Source: an optimization exercise on an open RTL-to-GDS flow (aim: small area and a short achievable clock period). Production flows keep margins and buffers that such runs may drop. The RTL was checked by simulation tests, not by an equivalence proof against the original design. Power is estimated from default activity; no workload was simulated.

==> inputs of try-violet <==
// gaussian
module gaussian #(
    parameter INIT_Z1 = 64'd5030521883283424767,
    parameter INIT_Z2 = 64'd18445829279364155008,
    parameter INIT_Z3 = 64'd18436106298727503359
)
(
    input clk,
    input rstn,
    input ce,
    output valid_out,
    output [15:0] data_out
);
Settings: LEC_CHECK=0, CAP_MARGIN=20, CORE_MARGIN=2, CORE_UTILIZATION=50, SETUP_SLACK_MARGIN=5.0, SLEW_MARGIN=20, SYNTH_MEMORY_MAX_BITS=32768; clock period 8.0 ns.
run.sh (not shown) runs the stock make flow with config.mk's settings and CLKGATE_MAP_FILE= SYNTH_SCRIPT=/design/flow/synth_recipe.tcl, a recipe that flattens the netlist after the stock synthesis.
==> try-raven: changes against try-violet <==
--- a/flow/design.v
+++ b/flow/design.v
@@ -5810,37 +5810,39 @@
 wire [5:0] lz;
 gaussian_lzd u_gaussian_lzd (
     .data_in(word[63:3]),
     .data_out(lz)
 );
 reg [5:0]  a_lz;       
+reg [5:0]  a_lzp;      
 reg [1:0]  a_off;
-reg [14:0] a_x;        
+reg [14:0] a_x;
 reg        a_sign;
-reg [14:0] mask_n;
-integer i;
-always @(*) begin
-    for (i = 0; i < 15; i = i + 1)
-        mask_n[i] = (a_lz == 6'd46 + i);
-end
 always @(posedge clk) begin
     a_lz   <= word_rst ? 6'd0 : lz;
+    a_lzp  <= a_lz;
     a_off  <= {word[1], word[2]};
     a_x    <= {word[3], word[4], word[5], word[6], word[7],
                word[8], word[9], word[10], word[11], word[12],
-               word[13], word[14], word[15], word[16], word[17]} & ~mask_n;
+               word[13], word[14], word[15], word[16], word[17]};
     a_sign <= word[0];
 end
 wire [16:0] c2;
 gaussian_coef u_gaussian_coef (
     .addr({a_lz, a_off}),
     .c2(c2)
 );
+reg [14:0] mask_n;
+integer i;
+always @(*) begin
+    for (i = 0; i < 15; i = i + 1)
+        mask_n[i] = (a_lzp == 6'd46 + i);
+end
 gaussian_poly u_gaussian_poly (
     .clk(clk),
-    .x(a_x),
+    .x(a_x & ~mask_n),
     .c2(c2),
     .addr({a_lz, a_off}),    
     .sign(a_sign),
     .out(data_out)
 );
 endmodule
@@ -7683,15 +7685,15 @@
 reg q6_1826;
 reg q6_1827;
 reg q6_1828;
 reg q6_1829;
 reg q6_1830;
 wire [37:0] us;
-wire [15:0] res;
 reg q5_1831;
 reg q6_1832;
+wire [15:0] res;
 gaussian_coef_k1 u_gaussian_coef_k1 (.addr({q1_8, q1_7, q1_6, q1_5, q1_4, q1_3, q1_2, q1_1}), .k1(k1v));
 gaussian_coef_kc u_gaussian_coef_kc (.addr({q3_24, q3_22, q3_20, q3_18, q3_16, q3_14, q3_12, q3_10}), .kc(kcv));
 assign p27 = q1_25 & q1_26;
 assign p29 = q1_25 & q1_28;
 assign p31 = q1_25 & q1_30;
 assign p33 = q1_25 & q1_32;
==> flow/config.mk (replaced) <==
export PLATFORM = sky130hd
export DESIGN_NAME = gaussian
export DESIGN_NICKNAME = gaussian
export VERILOG_FILES = /design/flow/design.v
export SDC_FILE = /design/flow/constraint.sdc
export NUM_CORES = 4
export LEC_CHECK = 0
export CAP_MARGIN = 20
export CORE_MARGIN = 2
export CORE_UTILIZATION = 40
export SETUP_SLACK_MARGIN = 5.0
export SLEW_MARGIN = 20
export SYNTH_MEMORY_MAX_BITS = 32768
==> comparison table <==
	try-violet	try-raven
Result of the run	complete, no violations	complete, no violations
Average cell area after synthesis	8.828 sq um	8.959 sq um
Final nets	5535	5536
Share of cell area taken by flip-flops and latches	0.2684	0.2612
Met2 capacity usage during global routing	0.4815	0.4179
Shortest period the worst path allows	3.065 ns	3.019 ns
Final Power	22.12 mW	23.73 mW
Post-detailed-placement cell area	45580 sq um	46740 sq um
Area growth from synthesis to layout	10.20%	11.46%
WL/cell	24.62 microns	24.50 microns
Worst Path Required	8.49 ns	8.59 ns
Power spent charging and discharging nets	9.782 mW	10.62 mW
Critical Path AT	3.56 ns	3.61 ns
Peak ir drop on the vdd network	244.1 uV	234.1 uV
Fraction of area in clock buffers and inverters	0.05054	0.05391
First element of the critical path	u_gaussian_interp.u_gaussian_poly.q1_3$_DFF_P_	u_gaussian_interp.u_gaussian_poly.q3_10$_DFF_P_
Hold wc startpoint	u_gaussian_interp.u_gaussian_poly.q2_23$_DFF_P_	u_gaussian_interp.u_gaussian_poly.q4_1402$_DFF_P_
Compound-cell area share of the yosys netlist	0.1552	0.1643
Horizontal die dimension	303.0 microns	341.1 microns
Number of diodes	0	4
Post-route clock skew	0.03684 ns	0.04469 ns
FILL cells	8093	11090
Part of the total power dissipated in sequential elements	0.251	0.238

## static timing again, ports no longer ideal
How much do the figures lean on ideal ports? The routed layouts below were timed once more, with nothing changed but the port constraints. Step 1: set_driving_cell puts a clkbuf_16 on clk and a buf_2 on each other input, an assumption about the parent block. Step 2 adds t to the input delays and takes it off the output delays; t is the mean of the earliest and latest rising clock arrival at the registers after step 1. Input paths then give back, and output paths get back, about the clock's delay inside the block. Slacks: no drivers / after step 1 / after step 2; pairs: no drivers / after step 1.
run	shift t [ns]	setup slack, ns	cell pins on the clock port's net
try-violet	0.706	4.935 / 4.935 / 4.935	1
try-raven	0.730	4.981 / 4.981 / 4.981	1
After both steps every run listed still meets setup and hold.
